What follows belongs to an exercise in optimizing a design on an open flow for small area, a short achievable clock period and few clock cycles; a production flow would make more cautious choices.
The RTL was checked by simulation tests, not by an equivalence proof against the original design.
Power figures rest on the tool's default switching activity, not on a simulated workload.

== lane 1 ==
==> flow/design.v <==
module pipelined_cpu(
    input clk,
    input rst_n,
    output [15:0]imem_addr,
    input [31:0]imem_rdata,
    output [15:0]dmem_addr,
    output dmem_we,
    output [31:0]dmem_wdata,
    input [31:0]dmem_rdata,
    output reg debug_wb_have_inst,
    output [31:0]debug_wb_pc,
    output reg debug_wb_ena,
    output reg [4:0]debug_wb_reg,
    output reg [31:0]debug_wb_value
    );
    reg [31:2] fpc_q;    
    wire [31:0] fpc = {fpc_q, 2'b00};
    reg [1:0] bc0, bc1;
    reg [31:2] pc;       
    reg [31:2] alt_q;    
    wire [31:0] alt = {alt_q, 2'b00};
    reg [31:7] ir;
    reg [31:0] ra;       
    reg [31:0] rb;       
    reg        fam;      
    reg        fbm;      
    reg        fbm_r;    
    reg        v;        
    reg        kill;     
    reg is_lw, is_jalr, is_sw, is_br, is_link, is_lui, is_rr, pred;
    reg wr_kind, xwe, sub, sra;
    reg s_add, s_sll, s_xor, s_sr, s_or, s_and;
    reg        m_v;
    reg [31:2] m_pc;
    reg [31:0] m_res;    
    reg [31:0] m_data;   
    reg [4:0]  m_rd;
    reg        m_wr, m_we, m_lw, m_sw;
    wire [31:0] q [0:31];
    assign q[0] = 32'd0;
    genvar gi;
    generate
        for (gi = 1; gi < 32; gi = gi + 1) begin : R
            reg [31:0] r;
            always @(posedge clk) begin
                if (m_we && m_rd == gi) r <= m_val;
            end
            assign q[gi] = r;
        end
    endgenerate
    wire [2:0] f3 = ir[14:12];
    wire [4:0] rd = ir[11:7];
    wire x_we = xwe & ~kill;
    wire [31:0] a = fam ? m_res : ra;
    wire [31:0] b = fbm ? m_res : rb;
    wire [31:0] imm = is_sw ? {{20{ir[31]}}, ir[31:25], ir[11:7]} : {{20{ir[31]}}, ir[31:20]};
    wire [31:0] rb_imm = is_rr ? rb : imm;
    wire [31:0] opb = fbm_r ? m_res : rb_imm;
    wire [31:0] sum = a + (sub ? ~opb : opb) + {31'b0, sub};
    wire [4:0] sh = is_rr ? b[4:0] : ir[24:20];
    wire [31:0] a_rev;
    wire [31:0] shout;
    wire [31:0] sll;
    genvar gj;
    generate
        for (gj = 0; gj < 32; gj = gj + 1) begin : REV
            assign a_rev[gj] = a[31 - gj];
            assign sll[gj] = shout[31 - gj];
        end
    endgenerate
    wire [31:0] shin = s_sll ? a_rev : a;
    assign shout = $signed({sra & a[31], shin}) >>> sh;
    wire [31:0] early = ({32{s_xor}} & (a ^ opb)) | ({32{s_or}} & (a | opb)) |
                        ({32{s_and}} & (a & opb)) |
                        ({32{is_link}} & alt) | ({32{is_lui}} & {ir[31:12], 12'b0});
    wire [31:0] xres = ({32{s_add}} & sum) | ({32{s_sll}} & sll) |
                       ({32{s_sr}} & shout) | early;
    wire eq = a == b;
    wire lt = $signed(a) < $signed(b);
    wire cond = f3[2] ? (lt ^ f3[0]) : (eq ^ f3[0]);
    wire redirect = ~kill & (is_jalr | (is_br & (cond ^ pred)));
    wire [31:0] jt = a + {{20{ir[31]}}, ir[31:20]};
    wire [31:0] redirect_pc = is_jalr ? {jt[31:1], 1'b0} : alt;
    wire [1:0] bcx = pc[2] ? bc1 : bc0;
    wire x_dis = cond ^ ir[31];
    wire [1:0] bcn = x_dis ? ((bcx == 2'b11) ? 2'b11 : bcx + 2'b01)
                           : ((bcx == 2'b00) ? 2'b00 : bcx - 2'b01);
    always @(posedge clk or negedge rst_n) begin
        if (!rst_n) begin
            bc0 <= 2'b00;
            bc1 <= 2'b00;
        end else if (is_br & ~kill) begin
            if (pc[2]) bc1 <= bcn;
            else bc0 <= bcn;
        end
    end
    assign dmem_addr = m_res[17:2];
    assign dmem_we = m_sw;
    assign dmem_wdata = m_data;
    wire [31:0] m_val = m_lw ? dmem_rdata : m_res;
    assign imem_addr = fpc[17:2];
    wire [31:0] fi = imem_rdata;
    wire [4:0] rs1 = fi[19:15];
    wire [4:0] rs2 = fi[24:20];
    wire [4:0] fop = fi[6:2];
    wire [2:0] ff3 = fi[14:12];
    wire f_jal  = fi[6] & fi[3];
    wire f_jalr = fi[6] & fi[2] & ~fi[3];
    wire f_br   = fi[6] & ~fi[2];
    wire f_lui  = ~fi[6] & fi[2];
    wire f_r    = ~fi[6] & fi[5] & fi[4] & ~fi[2];
    wire f_i    = ~fi[6] & ~fi[5] & fi[4];
    wire f_lw   = ~fi[6] & ~fi[5] & ~fi[4];
    wire f_sw   = ~fi[6] & fi[5] & ~fi[4];
    wire f_alu  = f_r | f_i;
    wire f_wr   = f_alu | f_lw | f_lui | f_jal | f_jalr;
    wire f_use1 = ~(f_lui | f_jal);
    wire f_use2 = f_r | f_sw | f_br;
    wire [31:0] f_imm = fi[3] ? {{12{fi[31]}}, fi[19:12], fi[20], fi[30:21], 1'b0}
                              : {{20{fi[31]}}, fi[7], fi[30:25], fi[11:8], 1'b0};
    wire [31:0] f_tgt = fpc + f_imm;
    wire [31:0] f_pc4 = fpc + 32'd4;
    wire f_flip = fpc[2] ? bc1[1] : bc0[1];
    wire f_pred = f_jal | (f_br & (fi[31] ^ f_flip));
    wire f_fwd_br = f_br & ~(fi[31] ^ f_flip);
    wire stall = is_lw && x_we && ((f_use1 && rd == rs1) || (f_use2 && rd == rs2));
    wire [31:0] fpc_f = ({32{f_pred & ~stall}} & f_tgt) | ({32{~f_pred & ~stall}} & f_pc4) |
                        ({32{stall}} & fpc);
    always @(posedge clk or negedge rst_n) begin
        if (!rst_n)
            fpc_q <= 30'd0;
        else
            fpc_q <= redirect ? redirect_pc[31:2] : fpc_f[31:2];
    end
    reg [31:0] rf1, rf2;
    integer k;
    always @(*) begin
        rf1 = 32'd0;
        rf2 = 32'd0;
        for (k = 1; k < 32; k = k + 1) begin
            rf1 = rf1 | (q[k] & {32{rs1 == k}});
            rf2 = rf2 | (q[k] & {32{rs2 == k}});
        end
    end
    always @(posedge clk) begin
        ra <= (m_we && m_rd == rs1) ? m_val : rf1;
        rb <= (m_we && m_rd == rs2) ? m_val : rf2;
        fam <= x_we && rd == rs1;
        fbm <= x_we && rd == rs2;
        fbm_r <= x_we && rd == rs2 && f_r;
        ir <= fi[31:7];
        pc <= fpc_q;
        alt_q <= f_fwd_br ? f_tgt[31:2] : f_pc4[31:2];
        pred <= f_pred;
        sub <= f_r & fi[30];
        sra <= fi[30];
        s_add <= (f_alu & ff3 == 3'b000) | f_lw | f_sw;
        s_sll <= f_alu & ff3 == 3'b001;
        s_xor <= f_alu & ff3 == 3'b100;
        s_sr  <= f_alu & ff3 == 3'b101;
        s_or  <= f_alu & ff3 == 3'b110;
        s_and <= f_alu & ff3 == 3'b111;
        is_rr <= f_r;
        is_lui <= f_lui;
        is_link <= f_jal | f_jalr;
    end
    always @(posedge clk or negedge rst_n) begin
        if (!rst_n) begin
            v <= 1'b0;
            kill <= 1'b0;
            is_lw <= 1'b0;
            is_jalr <= 1'b0;
            is_sw <= 1'b0;
            is_br <= 1'b0;
            wr_kind <= 1'b0;
            xwe <= 1'b0;
        end else begin
            v <= 1'b1;
            kill <= redirect | stall;
            is_lw <= f_lw;
            is_jalr <= f_jalr;
            is_sw <= f_sw;
            is_br <= f_br;
            wr_kind <= f_wr;
            xwe <= f_wr & (fi[11:7] != 5'd0);
        end
    end
    always @(posedge clk or negedge rst_n) begin
        if (!rst_n) begin
            m_v <= 1'b0;
            m_wr <= 1'b0;
            m_we <= 1'b0;
            m_sw <= 1'b0;
        end else begin
            m_v <= v & ~kill;
            m_wr <= wr_kind & ~kill;
            m_we <= x_we;
            m_sw <= is_sw & ~kill;
        end
    end
    always @(posedge clk) begin
        m_pc <= pc;
        m_res <= xres;
        m_data <= b;
        m_rd <= rd;
        m_lw <= is_lw;
    end
    reg [31:2] wb_pc;
    assign debug_wb_pc = {wb_pc, 2'b00};
    always @(posedge clk or negedge rst_n) begin
        if (!rst_n) begin
            debug_wb_have_inst <= 1'b0;
            debug_wb_ena <= 1'b0;
        end else begin
            debug_wb_have_inst <= m_v;
            debug_wb_ena <= m_wr;
        end
    end
    always @(posedge clk) begin
        wb_pc <= m_pc;
        debug_wb_reg <= m_rd;
        debug_wb_value <= m_val;
    end
endmodule
clock: 9.0 ns
lec_check: 0
cap_margin: 20
cell_pad_in_sites_detail_placement: 1
core_margin: 2
core_utilization: 40
cts_cluster_diameter: 80
cts_cluster_size: 25
setup_slack_margin: 5
slew_margin: 20
tns_end_percent: 30
standard.sh (not shown) runs the stock make flow with config.mk's settings and CLKGATE_MAP_FILE= SYNTH_SCRIPT=/design/flow/synth_recipe.tcl, a recipe that flattens the netlist after the stock synthesis.
==> flow/flow/run.sh <==
#!/bin/bash
# The standard layout (standard.sh), with one change: the port buffers that
# buffer_ports inserts are sky130_fd_sc_hd__buf_2 instead of the delay cell it
# picks by default. Every port still gets its buffer. make's output goes to
# make_finish.log; each tool's full log stays in orfs/logs/.
set -euo pipefail
bash standard.sh "BUFFER_PORTS_ARGS=-buffer_cell sky130_fd_sc_hd__buf_2" finish > make_finish.log 2>&1
test -f out/final.def
Testbench counts of lane 1, summed over its fixed seeds: cycles 90,510.
For lane 3, these inputs were changed with respect to lane 1:
--- a/flow/design.v
+++ b/flow/design.v
@@ -15,7 +15,6 @@
     );
     reg [31:2] fpc_q;    
     wire [31:0] fpc = {fpc_q, 2'b00};
-    reg [1:0] bc0, bc1;
     reg [31:2] pc;       
     reg [31:2] alt_q;    
     wire [31:0] alt = {alt_q, 2'b00};
@@ -81,19 +80,6 @@
     wire redirect = ~kill & (is_jalr | (is_br & (cond ^ pred)));
     wire [31:0] jt = a + {{20{ir[31]}}, ir[31:20]};
     wire [31:0] redirect_pc = is_jalr ? {jt[31:1], 1'b0} : alt;
-    wire [1:0] bcx = pc[2] ? bc1 : bc0;
-    wire x_dis = cond ^ ir[31];
-    wire [1:0] bcn = x_dis ? ((bcx == 2'b11) ? 2'b11 : bcx + 2'b01)
-                           : ((bcx == 2'b00) ? 2'b00 : bcx - 2'b01);
-    always @(posedge clk or negedge rst_n) begin
-        if (!rst_n) begin
-            bc0 <= 2'b00;
-            bc1 <= 2'b00;
-        end else if (is_br & ~kill) begin
-            if (pc[2]) bc1 <= bcn;
-            else bc0 <= bcn;
-        end
-    end
     assign dmem_addr = m_res[17:2];
     assign dmem_we = m_sw;
     assign dmem_wdata = m_data;
@@ -120,9 +106,8 @@
                               : {{20{fi[31]}}, fi[7], fi[30:25], fi[11:8], 1'b0};
     wire [31:0] f_tgt = fpc + f_imm;
     wire [31:0] f_pc4 = fpc + 32'd4;
-    wire f_flip = fpc[2] ? bc1[1] : bc0[1];
-    wire f_pred = f_jal | (f_br & (fi[31] ^ f_flip));
-    wire f_fwd_br = f_br & ~(fi[31] ^ f_flip);
+    wire f_pred = f_jal | (f_br & fi[31]);
+    wire f_fwd_br = f_br & ~fi[31];
     wire stall = is_lw && x_we && ((f_use1 && rd == rs1) || (f_use2 && rd == rs2));
     wire [31:0] fpc_f = ({32{f_pred & ~stall}} & f_tgt) | ({32{~f_pred & ~stall}} & f_pc4) |
                         ({32{stall}} & fpc);
==> comparison <==
Lane 3: full flow OK, the timing, design-rule and antenna checks passed
[compare] base=lane 1 new=lane 3: count of mapped cells out of synthesis level; number of non-clock inverters in the layout moved down; share of post-route cells with drive strength above 1 moved down; share of cell area taken by muxes after synthesis moved down.
The clock-buffer cell count in lane 3 is 0.891 times that in lane 1.
Per the comparison of lane 3 with lane 1, total power went down, instance count after placement with tap cells included went down.
Testbench counts of lane 3, summed over its fixed seeds: cycles 91,727.

-- port drivers added, routing unchanged --
Ports are ideal in the flow. The routed layouts listed here were re-timed in OpenROAD. Step 1 sets driving cells, clkbuf_16 on the clock port and buf_2 on the other inputs (assumed; they add their load-dependent delay and slew). Step 2 moves the port delays by t, midway between the first and last clock arrival at a register: inputs arrive t later, outputs are due t later. That takes back most of the time a late clock gives input paths. Slacks: no drivers / after step 1 / after step 2; pairs: no drivers / after step 1.
run	shift t [ns]	setup slack, ns	worst setup path at the end	worst data-port slew with drivers (ns)
lane 1	0.826	4.467 / 4.536 / 3.710	input to register	0.09
lane 3	0.843	4.710 / 4.765 / 3.922	input to register	0.09
After both steps every run listed still meets setup and hold. The setup slack of lane 3, which loses most, moves by +0.055 ns with the drivers and by -0.788 ns with both steps.
